From an optimization exercise on the open Yosys and OpenROAD flow, aimed at small area, a short achievable clock period and few clock cycles; shortcuts taken in it are not production practice.
Function was checked by simulation only, so behaviour that the tests miss may differ from the original.
Power and IR drop assume default switching activity.

===== flow/config.mk =====
export PLATFORM = sky130hd
export DESIGN_NAME = cpu_pipeline
export DESIGN_NICKNAME = cpu_pipeline
export VERILOG_FILES = /design/flow/design.v
export SDC_FILE = /design/flow/constraint.sdc
export NUM_CORES = 8
export LEC_CHECK = 0
export CAP_MARGIN = 30
export CORE_MARGIN = 2
export CORE_UTILIZATION = 40
export SLEW_MARGIN = 20

===== flow/design.v =====
module inst_decoder(
    input wire [(32-1):0] instruction_code,
    input en,
    output wire [4:0] rd, rs1, rs2,
    output wire [19:0] imm_1231,
    output reg invalid_instruction,
    output [47:0] inst_flags
);
 	reg inst_beq;
    reg inst_bge;
    reg inst_bgeu;
    reg inst_blt;
    reg inst_bltu;
    reg inst_bne;
	reg inst_jalr;
	reg inst_jal;
	reg inst_auipc;
    reg inst_addi;
    reg inst_andi;
	reg inst_ori;
    reg inst_slli;
    reg inst_slti;
    reg inst_sltiu;
    reg inst_srai;
    reg inst_srli;
    reg inst_xori;
	reg inst_add;
    reg inst_and;
	reg inst_or;
    reg inst_sll;
    reg inst_slt;
    reg inst_sltu;
    reg inst_sra;
    reg inst_srl;
    reg inst_sub;
	reg inst_xor;
	reg inst_lui;
	reg inst_lb;
    reg inst_lbu;
    reg inst_lh;
    reg inst_lhu;
    reg inst_lw;
    reg inst_sb;
    reg inst_sh;
    reg inst_sw;
    reg inst_csrrc;
    reg inst_csrrci;
    reg inst_csrrs;
    reg inst_csrrsi;
    reg inst_csrrw;
    reg inst_csrrwi;
    reg inst_ebreak;
    reg inst_ecall;
	reg inst_mret;
	reg inst_sret;
	reg inst_wfi;
    wire [4:0] opcode;
    wire [2:0] funct3;
    assign opcode = instruction_code[6:2];
    assign funct3 = instruction_code[14:12];
    assign imm_1231 = en ? instruction_code[31:12] : 20'b0;
    assign rd = en ? instruction_code[11:7] : 5'b0;
    assign rs1 = en ? instruction_code[19:15] : 5'b0;
    assign rs2 = en ? instruction_code[24:20] : 5'b0;
    assign inst_flags = {inst_wfi,inst_sret,inst_mret,inst_ecall,inst_ebreak,inst_csrrwi,inst_csrrw,inst_csrrsi,inst_csrrs,inst_csrrci,inst_csrrc,inst_sw,inst_sh,inst_sb,inst_lw,inst_lhu,inst_lh,inst_lbu,inst_lb,inst_lui,inst_xor,inst_sub,inst_srl,inst_sra,inst_sltu,inst_slt,inst_sll,inst_or,inst_and,inst_add,inst_xori,inst_srli,inst_srai,inst_sltiu,inst_slti,inst_slli,inst_ori,inst_andi,inst_addi,inst_auipc,inst_jal,inst_jalr,inst_bne,inst_bltu,inst_blt,inst_bgeu,inst_bge,inst_beq};
    task get_jmp_op;
        case (funct3)
            3'b000: inst_beq = 1'b1;  
            3'b001: inst_bne = 1'b1;  
            3'b100: inst_blt = 1'b1;  
            3'b101: inst_bge = 1'b1;  
            3'b110: inst_bltu = 1'b1;  
            3'b111: inst_bgeu = 1'b1;  
            default: begin
                invalid_instruction = 1'd1;
            end
        endcase
    endtask
    task get_alu_op;
        case (funct3)
            3'b000: begin 
                inst_add = instruction_code[30] ? 1'b0 : 1'b1;   
                inst_sub = instruction_code[30] ? 1'b1 : 1'b0;
            end
            3'b001: inst_sll = 1'b1;   
            3'b010: inst_slt = 1'b1;   
            3'b011: inst_sltu = 1'b1;   
            3'b100: inst_xor = 1'b1;   
            3'b101: begin
                inst_srl = instruction_code[30] ? 1'b0 : 1'b1;  
                inst_sra = instruction_code[30] ? 1'b1 : 1'b0;
            end
            3'b110: inst_or = 1'b1;   
            3'b111: inst_and = 1'b1;   
            default: begin
                invalid_instruction = 1'd1;
            end
        endcase
    endtask
    task get_alu1_op;
        case (funct3)
            3'b000: inst_addi = 1'b1;   
            3'b001: inst_slli = 1'b1;   
            3'b010: inst_slti = 1'b1;   
            3'b011: inst_sltiu = 1'b1;   
            3'b100: inst_xori = 1'b1;   
            3'b101: begin 
                inst_srli = instruction_code[30] ? 1'b0 : 1'b1;  
                inst_srai = instruction_code[30] ? 1'b1 : 1'b0;
            end
            3'b110: inst_ori = 1'b1;  
            3'b111: inst_andi = 1'b1;  
            default: begin
                invalid_instruction = 1'd1;
            end
        endcase
    endtask
    task get_mem_load_op;
        case (funct3)
            3'b000: inst_lb = 1'b1;  
            3'b001: inst_lh = 1'b1;  
            3'b010: inst_lw = 1'b1;  
            3'b100: inst_lbu = 1'b1;  
            3'b101: inst_lhu = 1'b1;  
            default: begin
                invalid_instruction = (instruction_code == 32'd0) ? 1'd0 : 1'd1;
            end
        endcase
    endtask
    task get_mem_store_op;
        case (funct3)
            3'b000: inst_sb = 1'b1;  
            3'b001: inst_sh = 1'b1;  
            3'b010: inst_sw = 1'b1;  
            default: begin
                invalid_instruction = 1'd1;
            end
        endcase
    endtask
    task get_csr_op;
        case (funct3)
            3'b001: inst_csrrw = 1'b1;  
            3'b010: inst_csrrs = 1'b1;  
            3'b011: inst_csrrc = 1'b1;  
            3'b101: inst_csrrwi = 1'b1;  
            3'b110: inst_csrrsi = 1'b1;  
            3'b111: inst_csrrci = 1'b1;  
            default: begin
                invalid_instruction = 1'd1;
            end
        endcase
    endtask
    task get_mechine_op;
        case (instruction_code)
            32'h10200073: inst_sret = 1'b1;  
            32'h10500073: inst_wfi = 1'b1;  
            32'h30200073: inst_mret = 1'b1;  
            32'h100073: inst_ebreak = 1'b1;  
            32'h73: inst_ecall = 1'b1;  
            default: begin
                invalid_instruction = 1'd1;
            end
        endcase
    endtask
    always @(*) begin
        if (en) begin
    invalid_instruction = 1'b0; 
    inst_beq = 1'b0; 
    inst_bge = 1'b0; 
    inst_bgeu = 1'b0; 
    inst_blt = 1'b0; 
    inst_bltu = 1'b0; 
    inst_bne = 1'b0; 
    inst_addi = 1'b0; 
    inst_andi = 1'b0; 
    inst_csrrc = 1'b0; 
    inst_csrrci = 1'b0; 
    inst_csrrs = 1'b0; 
    inst_csrrsi = 1'b0; 
    inst_csrrw = 1'b0; 
    inst_csrrwi = 1'b0; 
    inst_ebreak = 1'b0; 
    inst_ecall = 1'b0; 
    inst_jalr = 1'b0; 
    inst_lb = 1'b0; 
    inst_lbu = 1'b0; 
    inst_lh = 1'b0; 
    inst_lhu = 1'b0; 
    inst_lw = 1'b0; 
    inst_ori = 1'b0; 
    inst_slli = 1'b0; 
    inst_slti = 1'b0; 
    inst_sltiu = 1'b0; 
    inst_srai = 1'b0; 
    inst_srli = 1'b0; 
    inst_xori = 1'b0; 
    inst_jal = 1'b0; 
    inst_add = 1'b0; 
    inst_and = 1'b0; 
    inst_mret = 1'b0; 
    inst_or = 1'b0; 
    inst_sll = 1'b0; 
    inst_slt = 1'b0; 
    inst_sltu = 1'b0; 
    inst_sra = 1'b0; 
    inst_sret = 1'b0; 
    inst_srl = 1'b0; 
    inst_sub = 1'b0; 
    inst_wfi = 1'b0; 
    inst_xor = 1'b0; 
    inst_sb = 1'b0; 
    inst_sh = 1'b0; 
    inst_sw = 1'b0; 
    inst_auipc = 1'b0; 
    inst_lui = 1'b0;;
            if(instruction_code[1:0] != 2'b11) begin
                invalid_instruction = (instruction_code == 32'd0) ? 1'd0 : 1'd1;
            end
            else begin
                case (opcode)
                    5'b11000: begin
                        get_jmp_op();
                    end
                    5'b11001: begin
                        if (funct3 == 3'b000) begin  
                            inst_jalr = 1'b1;
                        end
                    end
                    5'b11011: begin  
                        inst_jal = 1'b1;
                    end
                    5'b00101: begin
                        inst_auipc = 1'b1;  
                    end
                    5'b00100: begin
                        get_alu1_op();
                    end
                    5'b01100: begin
                        get_alu_op();
                    end
                    5'b01101: begin
                        inst_lui = 1'b1;  
                    end
                    5'b00000: begin
                        get_mem_load_op();
                    end
                    5'b01000: begin
                        get_mem_store_op();
                    end
                    5'b11100: begin
                        if (funct3 == 3'b000) begin
                            get_mechine_op();
                        end
                        else begin
                            get_csr_op();
                        end
                    end
                    default: begin
                        invalid_instruction = (instruction_code == 32'd0) ? 1'd0 : 1'd1;
                    end
                endcase
            end
        end
        else begin
    invalid_instruction = 1'b0; 
    inst_beq = 1'b0; 
    inst_bge = 1'b0; 
    inst_bgeu = 1'b0; 
    inst_blt = 1'b0; 
    inst_bltu = 1'b0; 
    inst_bne = 1'b0; 
    inst_addi = 1'b0; 
    inst_andi = 1'b0; 
    inst_csrrc = 1'b0; 
    inst_csrrci = 1'b0; 
    inst_csrrs = 1'b0; 
    inst_csrrsi = 1'b0; 
    inst_csrrw = 1'b0; 
    inst_csrrwi = 1'b0; 
    inst_ebreak = 1'b0; 
    inst_ecall = 1'b0; 
    inst_jalr = 1'b0; 
    inst_lb = 1'b0; 
    inst_lbu = 1'b0; 
    inst_lh = 1'b0; 
    inst_lhu = 1'b0; 
    inst_lw = 1'b0; 
    inst_ori = 1'b0; 
    inst_slli = 1'b0; 
    inst_slti = 1'b0; 
    inst_sltiu = 1'b0; 
    inst_srai = 1'b0; 
    inst_srli = 1'b0; 
    inst_xori = 1'b0; 
    inst_jal = 1'b0; 
    inst_add = 1'b0; 
    inst_and = 1'b0; 
    inst_mret = 1'b0; 
    inst_or = 1'b0; 
    inst_sll = 1'b0; 
    inst_slt = 1'b0; 
    inst_sltu = 1'b0; 
    inst_sra = 1'b0; 
    inst_sret = 1'b0; 
    inst_srl = 1'b0; 
    inst_sub = 1'b0; 
    inst_wfi = 1'b0; 
    inst_xor = 1'b0; 
    inst_sb = 1'b0; 
    inst_sh = 1'b0; 
    inst_sw = 1'b0; 
    inst_auipc = 1'b0; 
    inst_lui = 1'b0;;
        end
    end
endmodule
module ex_alu(
    input rst_n,
    input [4:0] rd, 
    input [(32-1):0] rs1_data, rs2_data,
    input [19:0] imm_1231,
    input [47:0] inst_flags,
    output reg [4:0] rd_out,
    output reg out_en,
    output reg [(32-1):0] rd_data
);
wire inst_addi;
wire inst_andi;
wire inst_ori;
wire inst_slli;
wire inst_slti;
wire inst_sltiu;
wire inst_srai;
wire inst_srli;
wire inst_xori;
wire inst_add;
wire inst_and;
wire inst_or;
wire inst_sll;
wire inst_slt;
wire inst_sltu;
wire inst_sra;
wire inst_srl;
wire inst_sub;
wire inst_xor;
wire inst_lui;
wire [11:0] imm_2031;
assign imm_2031 = imm_1231[19:8];
assign inst_addi = inst_flags[9];
assign inst_andi = inst_flags[10];
assign inst_ori = inst_flags[11];
assign inst_slli = inst_flags[12];
assign inst_slti = inst_flags[13];
assign inst_sltiu = inst_flags[14];
assign inst_srai = inst_flags[15];
assign inst_srli = inst_flags[16];
assign inst_xori = inst_flags[17];
assign inst_add = inst_flags[18];
assign inst_and = inst_flags[19];
assign inst_or = inst_flags[20];
assign inst_sll = inst_flags[21];
assign inst_slt = inst_flags[22];
assign inst_sltu = inst_flags[23];
assign inst_sra = inst_flags[24];
assign inst_srl = inst_flags[25];
assign inst_sub = inst_flags[26];
assign inst_xor = inst_flags[27];
assign inst_lui = inst_flags[28];
always @(*) begin
    if (rst_n) begin
        rd_out = rd;
        if (inst_addi) begin
            rd_data = rs1_data + {{20{imm_2031[11]}}, imm_2031};
            out_en = 1'b1;
        end
        else if (inst_add) begin
            rd_data = rs1_data + rs2_data;
            out_en = 1'b1;
        end
        else if (inst_sub) begin
            rd_data = rs1_data - rs2_data;
            out_en = 1'b1;
        end
        else if (inst_andi) begin
            rd_data = rs1_data & {{20{imm_2031[11]}}, imm_2031};
            out_en = 1'b1;
        end
        else if (inst_and) begin
            rd_data = rs1_data & rs2_data;
            out_en = 1'b1;
        end
        else if (inst_ori) begin
            rd_data = rs1_data | {{20{imm_2031[11]}}, imm_2031};
            out_en = 1'b1;
        end
        else if (inst_or) begin
            rd_data = rs1_data | rs2_data;
            out_en = 1'b1;
        end
        else if (inst_xor) begin
            rd_data = rs1_data ^ rs2_data;
            out_en = 1'b1;
        end
        else if (inst_xori) begin
            rd_data = rs1_data ^ {{20{imm_2031[11]}}, imm_2031};
            out_en = 1'b1;
        end
        else if (inst_slli) begin
            rd_data = rs1_data << {imm_2031[4:0]};
            out_en = 1'b1;
        end
        else if (inst_sll) begin
            rd_data = rs1_data << {rs2_data[4:0]};
            out_en = 1'b1;
        end
        else if (inst_slti) begin
            rd_data = ($signed(rs1_data) < $signed({{20{imm_2031[11]}}, imm_2031})) ? 32'd1 : 32'b0;
            out_en = 1'b1;
        end
        else if (inst_sltiu) begin
            rd_data = (rs1_data < {{20{imm_2031[11]}}, imm_2031}) ? 32'd1 : 32'b0;
            out_en = 1'b1;
        end
        else if (inst_srai) begin
            rd_data = $signed(rs1_data) >>> imm_2031[4:0];
            out_en = 1'b1;
        end
        else if (inst_sra)  begin
            rd_data = $signed(rs1_data) >>> rs2_data[4:0];
            out_en = 1'b1;
        end
        else if (inst_srli) begin
            rd_data = rs1_data >> imm_2031[4:0];
            out_en = 1'b1;
        end
        else if (inst_srl) begin
            rd_data = rs1_data >> rs2_data[4:0];
            out_en = 1'b1;
        end
        else if (inst_slt) begin
            rd_data = ($signed(rs1_data) < $signed(rs2_data)) ? 32'd1 : 32'b0;
            out_en = 1'b1;
        end
        else if (inst_sltu) begin
            rd_data = (rs1_data < rs2_data) ? 32'd1 : 32'b0;
            out_en = 1'b1;
        end
        else if (inst_lui) begin
            rd_data = {imm_1231, 12'b0};
            out_en = 1'b1;
        end
        else begin
            out_en = 1'b0;
            rd_out = 0;
            rd_data = 0;
        end
    end
    else begin
        out_en = 0;
        rd_out = 0;
        rd_data = 0;
    end
end
endmodule
module ex_branch(
    input rst_n,
    input [(32-1):0] pc_cur,pc_next,
    input [4:0] rd,
    input [(32-1):0] rs1_data, rs2_data,
    input [19:0] imm_1231,
    input [47:0] inst_flags,
    input branch_hazard,  
    output reg [(32-1):0] pc_next_out,
    output reg jmp_en,
    output reg [4:0] rd_out,
    output reg [(32-1):0] rd_data_out,
    output reg b_n_jmp,  
    output reg rd_out_en
);
    wire [6:0] imm_2531;
    wire inst_beq;
    wire inst_bge;
    wire inst_bgeu;
    wire inst_blt;
    wire inst_bltu;
    wire inst_bne;
	wire inst_jalr;
	wire inst_jal;
	wire inst_auipc;
    assign imm_2531 = imm_1231[19:13];
    assign inst_beq = inst_flags[0];
    assign inst_bge = inst_flags[1];
    assign inst_bgeu = inst_flags[2];
    assign inst_blt = inst_flags[3];
    assign inst_bltu = inst_flags[4];
    assign inst_bne = inst_flags[5];
	assign inst_jalr = inst_flags[6];
	assign inst_jal = inst_flags[7];
	assign inst_auipc = inst_flags[8];
    wire [(32-1):0] b_target;
    assign b_target = pc_cur + {{20{imm_2531[6]}}, rd[0], imm_2531[5:0], rd[4:1], 1'b0};
    always @(*) begin
        pc_next_out = 0;
        jmp_en = 1'b0;
        rd_out_en = 1'b0;
        b_n_jmp = 1'b0;
        rd_out = 5'b0;
        rd_data_out = 0;
        if (rst_n) begin
            if (inst_beq) begin
                pc_next_out = b_target;
                jmp_en = (rs1_data == rs2_data) ? 1'b1 : 1'b0;
                b_n_jmp = branch_hazard ? 1'b0 : (~jmp_en);
            end
            else if (inst_bge) begin
                pc_next_out = b_target;
                jmp_en = ($signed(rs1_data) >= $signed(rs2_data)) ? 1'b1 : 1'b0;
                b_n_jmp = branch_hazard ? 1'b0 : ~jmp_en;
            end
            else if (inst_bgeu) begin
                pc_next_out = b_target;
                jmp_en = (rs1_data >= rs2_data) ? 1'b1 : 1'b0;
                b_n_jmp = branch_hazard ? 1'b0 : ~jmp_en;
            end
            else if (inst_blt) begin
                pc_next_out = b_target;
                jmp_en = ($signed(rs1_data) < $signed(rs2_data)) ? 1'b1 : 1'b0;
                b_n_jmp = branch_hazard ? 1'b0 : ~jmp_en;
            end
            else if (inst_bltu) begin
                pc_next_out = b_target;
                jmp_en = (rs1_data < rs2_data) ? 1'b1 : 1'b0;
                b_n_jmp = branch_hazard ? 1'b0 : ~jmp_en;
            end
            else if (inst_bne) begin
                pc_next_out = b_target;
                jmp_en = (rs1_data != rs2_data) ? 1'b1 : 1'b0;
                b_n_jmp = branch_hazard ? 1'b0 : ~jmp_en;
            end
            else if (inst_jalr) begin
                pc_next_out = (rs1_data + {{20{imm_1231[19]}}, imm_1231[19:8]});
                pc_next_out[0] = 1'b0;
                jmp_en = 1'b1;
                rd_out = rd;
                rd_data_out = pc_next;
                rd_out_en = 1'b1;
            end
            else if (inst_jal) begin
                pc_next_out = (pc_cur + {{12{imm_1231[19]}}, imm_1231[7:0], imm_1231[8], imm_1231[18:9], 1'b0});
                jmp_en = 1'b1;
                rd_out = rd;
                rd_data_out = pc_next;
                rd_out_en = 1'b1;
            end
            else if (inst_auipc) begin
                rd_data_out = pc_cur + ({{12{imm_1231[19]}}, imm_1231[19:0]} << 12);
                rd_out_en = 1'b1;
                rd_out = rd;
            end
        end
    end
endmodule
module ex_mem(
    input clk, rst_n,
    input valid,
    input [4:0] rd,
    input [(32-1):0] rs1_data, rs2_data,
    input [11:0] imm_2031,
    input [(32-1):0] mem_data_in,
    input mem_ready,
    input [47:0] inst_flags,
    output wire [4:0] rd_out,
    output wire rd_en,
    output reg [(32-1):0] rd_data,
    output reg [1:0] byte_size,  
    output reg [(32-1):0] mem_data,
    output reg [(32-1):0] mem_addr,
    output wire busy_flag,
    output wire mem_req,
    output reg mem_write_en
);
    reg state;
    reg load_signed;
    wire inst_lb;
    wire inst_lbu;
    wire inst_lh;
    wire inst_lhu;
    wire inst_lw;
    wire inst_sb;
    wire inst_sh;
    wire inst_sw;
    wire is_load, is_store;
    assign inst_lb = inst_flags[29];
    assign inst_lbu = inst_flags[30];
    assign inst_lh = inst_flags[31];
    assign inst_lhu = inst_flags[32];
    assign inst_lw = inst_flags[33];
    assign inst_sb = inst_flags[34];
    assign inst_sh = inst_flags[35];
    assign inst_sw = inst_flags[36];
    assign is_load = valid & (inst_lb | inst_lbu | inst_lh | inst_lhu | inst_lw);
    assign is_store = valid & (inst_sb | inst_sh | inst_sw);
    assign mem_req = (state == 1'b1);
    assign busy_flag = (is_load | is_store) & ~(mem_req & mem_ready);
    assign rd_en = is_load & mem_req & mem_ready;
    assign rd_out = rd_en ? rd : 5'd0;
    always @(*) begin
        case (byte_size)
            2'd1: rd_data = load_signed ? {{24{mem_data_in[7]}}, mem_data_in[7:0]} : {24'd0, mem_data_in[7:0]};
            2'd2: rd_data = load_signed ? {{16{mem_data_in[15]}}, mem_data_in[15:0]} : {16'd0, mem_data_in[15:0]};
            default: rd_data = mem_data_in;
        endcase
        if (!rd_en) begin
            rd_data = 32'd0;
        end
    end
    always @(posedge clk or negedge rst_n) begin
        if (!rst_n) begin
            state <= 1'b0;
            byte_size <= 2'd0;
            mem_data <= 32'd0;
            mem_addr <= 32'd0;
            mem_write_en <= 1'b0;
            load_signed <= 1'b0;
        end
        else begin
            case (state)
                1'b0: begin
                    if (is_load) begin
                        state <= 1'b1;
                        mem_addr <= rs1_data + {{20{imm_2031[11]}},imm_2031};
                        byte_size <= (inst_lb | inst_lbu) ? 2'd1 : (inst_lh | inst_lhu) ? 2'd2 : 2'd0;
                        load_signed <= inst_lb | inst_lh;
                        mem_write_en <= 1'b0;
                    end
                    else if (is_store) begin
                        state <= 1'b1;
                        mem_addr <= rs1_data + {{20{imm_2031[11]}},imm_2031[11:5],rd};
                        mem_data <= inst_sb ? {24'd0, rs2_data[7:0]} : inst_sh ? {16'd0, rs2_data[15:0]} : rs2_data;
                        byte_size <= inst_sb ? 2'd1 : inst_sh ? 2'd2 : 2'd0;
                        mem_write_en <= 1'b1;
                    end
                end
                1'b1: begin
                    if (mem_ready) begin
                        state <= 1'b0;
                        mem_write_en <= 1'b0;
                    end
                end
            endcase
        end
    end
endmodule
 module registers(
    input wire clk,
    input wire rst_n,
    input wire [4:0] rs1_addr,
    input wire [4:0] rs2_addr,
    input wire [4:0] rd_addr,
    input wire [(32-1):0] rd_data,
    input wire rd_en,
    output wire [(32-1):0] rs1_out,
    output wire [(32-1):0] rs2_out
    );
    reg [(32-1):0] reg_file[(32-1):0];
    integer i;
    wire [(32-1):0] x1_out;
    wire [(32-1):0] x2_out;
    assign rs1_out = (rs1_addr == 5'd0) ? 32'd0 : reg_file[rs1_addr];
    assign rs2_out = (rs2_addr == 5'd0) ? 32'd0 : reg_file[rs2_addr];
    assign x1_out = reg_file[1];
    assign x2_out = reg_file[2];
    always @(posedge clk or negedge rst_n) begin
        if (!rst_n) begin
            for (i = 0; i < 32; i = i + 1) begin
                reg_file[i] <= 32'h00000000;
            end
        end
        else begin 
            if (rd_en & (rd_addr != 5'd0)) begin
                reg_file[rd_addr] <= rd_data;
            end
        end
    end
endmodule
 module inst_fetch(
    input clk,
    input rst_n,
    input [(32-1):0] jmp_pc,
    input jmp_en,
    input next_en,
    input [(32-1):0]inst_data,
    input inst_mem_ready,
    output wire inst_mem_read_en,
    output reg [(32-1):0] cur_inst_addr,
    output wire [(32-1):0] next_inst_addr,
    output wire [(32-1):0] inst_code,
    output wire inst_ready
 );
    assign next_inst_addr = cur_inst_addr + 4;
    assign inst_mem_read_en = next_en;
    assign inst_ready = inst_mem_read_en & inst_mem_ready & ~jmp_en;
    assign inst_code = inst_data;
    always @(posedge clk or negedge rst_n) begin
        if (!rst_n) begin
            cur_inst_addr <= 32'h0000_0000;
        end
        else begin
            if (jmp_en) begin
                cur_inst_addr <= jmp_pc;
            end
            else if (inst_ready) begin
                cur_inst_addr <= next_inst_addr;
            end
        end
    end
 endmodule
module cpu_pipeline(
    input wire clk,
    input wire rst_n,
    output wire ibus_req,
    output wire [(32-1):0] ibus_addr,
    input wire [(32-1):0] ibus_rdata,
    input wire ibus_ready,
    output wire dbus_req,
    output wire dbus_we,
    output wire [(32-1):0] dbus_addr,
    output wire [(32-1):0] dbus_wdata,
    output wire [1:0] dbus_size,
    input wire [(32-1):0] dbus_rdata,
    input wire dbus_ready
);
    wire [(32-1):0] inst_code;
    wire inst_ready;
    wire [(32-1):0] cur_inst_addr;
    wire [(32-1):0] next_inst_addr;
    wire fetch_en;
    reg jmp_en;
    reg [(32-1):0] jmp_pc;
    wire [(32-1):0] branch_pc_next_out;
    wire branch_jmp_en;
    wire [4:0] branch_rd_out;
    wire [(32-1):0] branch_rd_data_out;
    wire branch_rd_out_en;
    wire [47:0] inst_decode_out;
    wire inst_mem_busy;
    reg if_id_valid;
    reg [(32-1):0] if_id_pc_cur;
    reg [(32-1):0] if_id_inst_code;
    reg id_ex_valid;
    reg [47:0] id_ex_inst_flags;
    reg [4:0] id_ex_rd;
    reg [(32-1):0] id_ex_rs1_data;
    reg [(32-1):0] id_ex_rs2_data;
    reg [19:0] id_ex_imm_1231;
    reg [(32-1):0] id_ex_pc_cur;
    inst_fetch inst_fetch(
        .clk(clk),
        .rst_n(rst_n),
        .jmp_pc(jmp_pc),
        .jmp_en(jmp_en),
        .next_en(fetch_en),
        .inst_data(ibus_rdata),
        .inst_mem_ready(ibus_ready),
        .inst_mem_read_en(ibus_req),
        .cur_inst_addr(cur_inst_addr),
        .next_inst_addr(next_inst_addr),
        .inst_code(inst_code),
        .inst_ready(inst_ready)
    );
    assign ibus_addr = cur_inst_addr;
    wire [4:0] rd, rs1, rs2;
    wire [19:0] imm_1231;
    wire invalid_instruction;
    inst_decoder inst_decoder(
        .instruction_code(if_id_valid ? if_id_inst_code : 32'd0),
        .en(1'd1),
        .rd(rd),
        .rs1(rs1),
        .rs2(rs2),
        .imm_1231(imm_1231),
        .invalid_instruction(invalid_instruction),
        .inst_flags(inst_decode_out)
    );
    wire [4:0] alu_rd_out;
    wire alu_rd_out_en;
    wire [(32-1):0] alu_rd_data;
    ex_alu alu(
        .rst_n(rst_n),
        .rd(id_ex_rd),
        .rs1_data(id_ex_rs1_data),
        .rs2_data(id_ex_rs2_data),
        .imm_1231(id_ex_imm_1231),
        .inst_flags(id_ex_inst_flags),
        .rd_out(alu_rd_out),
        .out_en(alu_rd_out_en),
        .rd_data(alu_rd_data)
    );
    ex_branch ex_branch(
        .rst_n(rst_n),
        .pc_cur(id_ex_pc_cur),
        .pc_next(id_ex_pc_cur + 32'd4),
        .rd(id_ex_rd),
        .rs1_data(id_ex_rs1_data),
        .rs2_data(id_ex_rs2_data),
        .imm_1231(id_ex_imm_1231),
        .inst_flags(id_ex_inst_flags),
        .branch_hazard(1'b1),
        .rd_out(branch_rd_out),
        .rd_out_en(branch_rd_out_en),
        .rd_data_out(branch_rd_data_out),
        .b_n_jmp(),
        .pc_next_out(branch_pc_next_out),
        .jmp_en(branch_jmp_en)
    );
    wire [4:0] mem_rd_out;
    wire mem_rd_en;
    wire [(32-1):0] mem_rd_data;
    ex_mem ex_mem(
        .clk(clk),
        .rst_n(rst_n),
        .valid(id_ex_valid),
        .rd(id_ex_rd),
        .rs1_data(id_ex_rs1_data),
        .rs2_data(id_ex_rs2_data),
        .imm_2031(id_ex_imm_1231[19:8]),
        .inst_flags(id_ex_inst_flags),
        .mem_data_in(dbus_rdata),
        .mem_ready(dbus_ready),
        .busy_flag(inst_mem_busy),
        .rd_out(mem_rd_out),
        .rd_en(mem_rd_en),
        .rd_data(mem_rd_data),
        .byte_size(dbus_size),
        .mem_data(dbus_wdata),
        .mem_addr(dbus_addr),
        .mem_req(dbus_req),
        .mem_write_en(dbus_we)
    );
    wire [(32-1):0] rs1_out;
    wire [(32-1):0] rs2_out;
    reg ex_stop;
    reg fowrard_wb_rd_en;
    reg [4:0] fowrard_wb_rd;
    reg [(32-1):0] fowrard_wb_rd_data;
    reg rs1_forward, rs2_forward;
    wire pipe_flush;
    registers registers(
        .clk(clk),
        .rst_n(rst_n),
        .rd_addr(fowrard_wb_rd),
        .rs1_addr(rs1),
        .rs2_addr(rs2),
        .rd_data(fowrard_wb_rd_data),
        .rd_en(fowrard_wb_rd_en),
        .rs1_out(rs1_out),
        .rs2_out(rs2_out)
    );
    always @(*) begin
        ex_stop = inst_mem_busy;
    end
    always @(*) begin
        fowrard_wb_rd_en = 1'b0;
        fowrard_wb_rd = 0;
        fowrard_wb_rd_data = 0;
        if (mem_rd_en) begin
            fowrard_wb_rd_en = 1'b1;
            fowrard_wb_rd = mem_rd_out;
            fowrard_wb_rd_data = mem_rd_data;
        end
        else if (branch_rd_out_en && id_ex_valid) begin
            fowrard_wb_rd = branch_rd_out;
            fowrard_wb_rd_data = branch_rd_data_out;
            fowrard_wb_rd_en = 1'b1;
        end
        else if (alu_rd_out_en && id_ex_valid) begin
            fowrard_wb_rd = alu_rd_out;
            fowrard_wb_rd_data = alu_rd_data;
            fowrard_wb_rd_en = 1'b1;
        end
        rs1_forward = (rs1 != 5'd0 && rs1 == fowrard_wb_rd && fowrard_wb_rd_en);
        rs2_forward = (rs2 != 5'd0 && rs2 == fowrard_wb_rd && fowrard_wb_rd_en);
    end
    always @(*) begin
        jmp_en = branch_jmp_en & id_ex_valid;
        jmp_pc = branch_pc_next_out;
    end
    assign pipe_flush = jmp_en;
    assign fetch_en = ~ex_stop;
    always @(posedge clk or negedge rst_n) begin
        if (!rst_n) begin
            if_id_valid <= 1'b0;
            if_id_pc_cur <= 32'd0;
            if_id_inst_code <= 32'd0;
        end
        else if (!ex_stop) begin
            if_id_valid <= ~pipe_flush & inst_ready;
            if_id_pc_cur <= cur_inst_addr;
            if_id_inst_code <= inst_code;
        end
    end
    always @(posedge clk or negedge rst_n) begin
        if (!rst_n) begin
            id_ex_valid <= 1'b0;
            id_ex_pc_cur <= 32'd0;
            id_ex_inst_flags <= 48'd0;
            id_ex_rd <= 5'd0;
            id_ex_rs1_data <= 32'd0;
            id_ex_rs2_data <= 32'd0;
            id_ex_imm_1231 <= 20'd0;
        end
        else if (!ex_stop) begin
            if (pipe_flush) begin
                id_ex_valid <= 1'b0;
                id_ex_inst_flags <= 48'd0;
            end
            else begin
                id_ex_valid <= if_id_valid;
                id_ex_inst_flags <= inst_decode_out;
            end
            id_ex_pc_cur <= if_id_pc_cur;
            id_ex_rd <= rd;
            id_ex_imm_1231 <= imm_1231;
            id_ex_rs1_data <= rs1_forward ? fowrard_wb_rd_data : rs1_out;
            id_ex_rs2_data <= rs2_forward ? fowrard_wb_rd_data : rs2_out;
        end
    end
endmodule

===== flow/constraint.sdc =====
create_clock -name core_clock -period 8.0 [get_ports {clk}]
set_input_delay 1.6000 -clock core_clock [delete_from_list [all_inputs] [get_ports {clk}]]
set_output_delay 1.6000 -clock core_clock [all_outputs]
set_load 0.01 [all_outputs]

===== flow/run.sh =====
#!/bin/bash
# synth_recipe.tcl (not shown) runs the flow's synth.tcl, then flattens the netlist and writes it again
# the make line also repeats each setting of config.mk as NAME=value (left out here)
make -C /OpenROAD-flow-scripts/flow DESIGN_CONFIG=/design/flow/config.mk WORK_HOME=/design/flow/orfs CLKGATE_MAP_FILE= SYNTH_SCRIPT=/design/flow/synth_recipe.tcl finish

==> results.sh <==
export IMPL_status="finished clean"
export IMPL_dr_pass1_iters=13
export IMPL_final_antenna_net_count=0
export IMPL_grt_setup_unrepaired="no"
export IMPL_synth_seq_cells=1317
export IMPL_min_delay_path_class="reg2reg"
export IMPL_syn_area_per_cell_um2=8.480
export IMPL_min_to="if_id_pc_cur[24]"
export IMPL_fmax_mhz=169.1
export IMPL_synth_mux_area_frac=0.05608
export IMPL_hold_depth=2
export IMPL_syn_nets=10470
export IMPL_hold_viol_final=0
export IMPL_hold_start="if_id_pc_cur[24]"
export IMPL_synthesis_area_um2=85960
export IMPL_cts_setup_buffers=0
export IMPL_yosysMostFrequentCell="nand2_1"
export IMPL_grt_max_degree=188
export IMPL_ir_drop_v=0.0002580
export IMPL_finalSetupTns_ns=0
export IMPL_first_iter_violations=17520
export IMPL_cts_buffers=150
export IMPL_layout_nets=10230
export IMPL_worst_pin_slew_ns=1.235
export IMPL_max_cap_violations=0
export IMPL_cp_start_kind="register"
export IMPL_synth_fa_ha_area_frac=0.03904
export IMPL_grt_pass1_wl_mm=710.7
export IMPL_multiInputGateArea_um2=49180
export IMPL_crit_fanout=42
export IMPL_synth_cell_types=111
export IMPL_antenna_found_initial=49
export IMPL_cts_sinks=1317
export IMPL_skew_ns=0.06917
export IMPL_wl_mm=521.5
export IMPL_place_gp_congestion=1.110
export IMPL_post_cts_resized=0
export IMPL_avgRoutedWirePerCell_um=40.44
export IMPL_synth_compound_gate_area_share=0.2807
export IMPL_io_buffers=168
export IMPL_drive_above_1_share=0.1085
export IMPL_grt_ovfl_total=0
export IMPL_clk_latency_ns=0.88
export IMPL_hold_buffers=0
export IMPL_nFillCells=20780
export IMPL_ys_seq_area_frac=0.3834
export IMPL_leakage_uw=0.03946
export IMPL_min_period_ns=5.914
export IMPL_hpwl_mm=343.2
export IMPL_cts_max_level=4
export IMPL_yosysTopAreaCellShare=0.3834
export IMPL_worstSetupPathType="reg2reg"
export IMPL_finalNonFillerCells=12900
export IMPL_syn2layout_area_growth_pct=12.62
export IMPL_num_io_pins=169
export IMPL_die_height_um=467.6
export IMPL_initial_core_util=0.4013
export IMPL_clock_path_buffers=3
export IMPL_syn_inst=10140
export IMPL_slew_violations=0
export IMPL_synth_simple_area_share=0.1669
export IMPL_synthArstFlopShare=1.000
export IMPL_via_per_inst=7.277
export IMPL_cp_required_ns=8.50
export IMPL_slew_headroom=0.1769
export IMPL_fin_util=0.4520
export IMPL_synthTopCellsByCount="nand2_1 (1905), dfrtp_1 (1317), o21ai_0 (1136)"
export IMPL_setup_violations=0
export IMPL_finalPower_uw=18550
export IMPL_yosys_warnings=8
export IMPL_synthTopCellsByArea="dfrtp_1 (38%), nand2_1 (8.3%), o21ai_0 (6.6%), a22oi_1 (5.4%), ha_1 (3.7%)"
export IMPL_synth_top_family_by_area="compound AO/OA/AOI/OAI gates"
export IMPL_worstPathArrival_ns=6.42
export IMPL_r2r_worst_path_cells=11
export IMPL_synth_main_ff_cell="dfrtp_1"
export IMPL_drc_errors=0
export IMPL_p_per_area_nw_per_um2=191.6
export IMPL_synth_xor_area_frac=0.01977
export IMPL_num_vias=93850
export IMPL_cts_tree="yes"
export IMPL_layout_area_seq_um2=33000
export IMPL_worst_setup_path_end_kind="register"
export IMPL_die_area_um2=218600
export IMPL_r2r_end="id_ex_rs2_data[2]"
export IMPL_grt_use_total=0.4632
export IMPL_synth_area_leader_cell="dfrtp_1"
export IMPL_grt_pass1_vias=86550
export IMPL_chipWidth_um=467.6
export IMPL_synth_edf_count=0
export IMPL_dp_cells=12570
export IMPL_reg2reg_slack_ns=2.09
export IMPL_cts_clk_slew_worst_paths_ns=0.06
export IMPL_num_rows=170
export IMPL_r2r_start="id_ex_rs2_data[1]"
export IMPL_timing_final_crit_share=0.7393
export IMPL_cts_root_buf="clkbuf_16"
export IMPL_core_um2=214200
routing by layer:
metal	vias up	share of wire	global-route usage
met1	45400	0.36	0.5671
li1	37030	-	-
met3	2764	0.14	0.1792
met2	8612	0.40	0.6450
met5	-	0.00096	0.008564
met4	42	0.10	0.3696
state kept, by name (all words and copies together) (netlist names), 2 cells and up:
signal                    cells
registers.reg_file          992
ex_mem.mem_addr              32
if_id_inst_code              32
if_id_pc_cur                 32
id_ex_rs2_data               32
ex_mem.mem_data              32
id_ex_inst_flags             37
id_ex_rs1_data               32
id_ex_pc_cur                 32
ex_mem.byte_size              2
inst_fetch.cur_inst_addr     32
id_ex_imm_1231               20
id_ex_rd                      5
cell families (layout without fill, tap and decap cells):
kind of cell	count (synthesis)	after routing
compound gates	3652	3652
xor+xnor	194	194
fa+ha+maj	264	264
buf+inv	1120	1007
flops	1317	1317
mux	299	299
other cells	0	35
simple gates	3291	3291
layout by cell type (no fill, tap or decap), types with 133 or more instances in the layout:
cell | Yosys | routed
dfrtp_1 | 1317 | 1295
a21oi_1 | 454 | 453
o21ai_0 | 1136 | 1133
a221oi_1 | 172 | 172
nor2_1 | 507 | 458
inv_1 | 171 | 168
clkbuf_16 | 0 | 151
a22oi_1 | 619 | 619
buf_4 | 20 | 344
o21ai_1 | 140 | 140
a22o_1 | 133 | 133
nand3_1 | 200 | 200
ha_1 | 257 | 257
nand4_1 | 179 | 179
nand2_1 | 1905 | 1870
clkdlybuf4s50_1 | 0 | 167
power breakdown:
group	internal, uW	switching [uW]
clock network	4370	3220
registers	6900	351
logic	1220	2490
total	12500	6060
metrics by stage:
stage / setup WS, ns / hold slack (ns) / cell area, um2
final: 2.086 / 0.4686 / 96810
after global routing: 2.162 / 0.4922 / 96730
after CTS: 2.124 / 0.4732 / 96500
after detailed placement: 2.147 / 0.4605 / 91110
after global placement: 0.8416 / 0.4507 / 90570
after floorplan: 2.901 / 0.4386 / 85960
how the worst max path moves through the flow:
| stage | startpoint | to | cells after the start |
|---|---|---|---|
| 2_1_floorplan | id_ex_imm_1231[19] | registers.reg_file[2][31] | 14 |
| 5_1_grt | id_ex_rs2_data[1] | registers.reg_file[8][17] | 12 |
| 4_1_cts | id_ex_rs2_data[1] | id_ex_rs2_data[2] | 11 |
| 3_3_place_gp | id_ex_imm_1231[19] | registers.reg_file[30][0] | 11 |
| 6_report | id_ex_rs2_data[1] | id_ex_rs2_data[2] | 11 |
| 3_5_place_dp | id_ex_rs2_data[1] | id_ex_rs2_data[2] | 11 |
worst max-delay path, cell delays in order, from the launching register on:
cell and delay [ns]:
dfrtp_4 0.87, clkinv_1 0.22, buf_4 0.33, fa_1 0.56
a221oi_1 0.27, o21ai_0 0.42, a2111oi_1 1.10, buf_4 0.27
o41ai_4 0.19, a21oi_2 0.25, buf_4 0.39, o221ai_1 0.62
cell type report:
cell class | instances | area share
antenna | 35 | 0.0009047
tap | 2838 | 0.03668
multi-input combinational | 7700 | 0.5080
clock inverter | 68 | 0.01119
sequential | 1317 | 0.3408
inverter | 183 | 0.007173
clock buffer | 210 | 0.04442
timing repair buffer | 546 | 0.05077
Testbench counts, summed over its fixed seeds: cycles 117,740.

==> separate check: timing with driven ports <==
How much do the figures lean on ideal ports? The routed layout below was timed once more, with nothing changed but the port constraints.
Step 1 assumes that a clkbuf_16 drives the clock port and a buf_2 every other input.
Step 2 adds t to the input delays and takes it off the output delays; t is the mean of the earliest and latest rising clock arrival at the registers after step 1. Input paths then give back, and output paths get back, about the clock's delay inside the block.
Slacks: ideal ports / drivers / drivers and shift; pairs: ideal ports / drivers.
t (ns): 0.948
setup WS [ns]: 2.086 / 2.086 / 2.045
worst hold slack (ns): 0.469 / 0.469 / 0.469
worst setup path at the end: input to register
latest minus earliest clock arrival (ns): 0.069 / 0.069
After both steps this run still meets setup and hold. For this run, drivers alone change the setup slack by 0.000 ns; drivers and shift together by -0.041 ns.
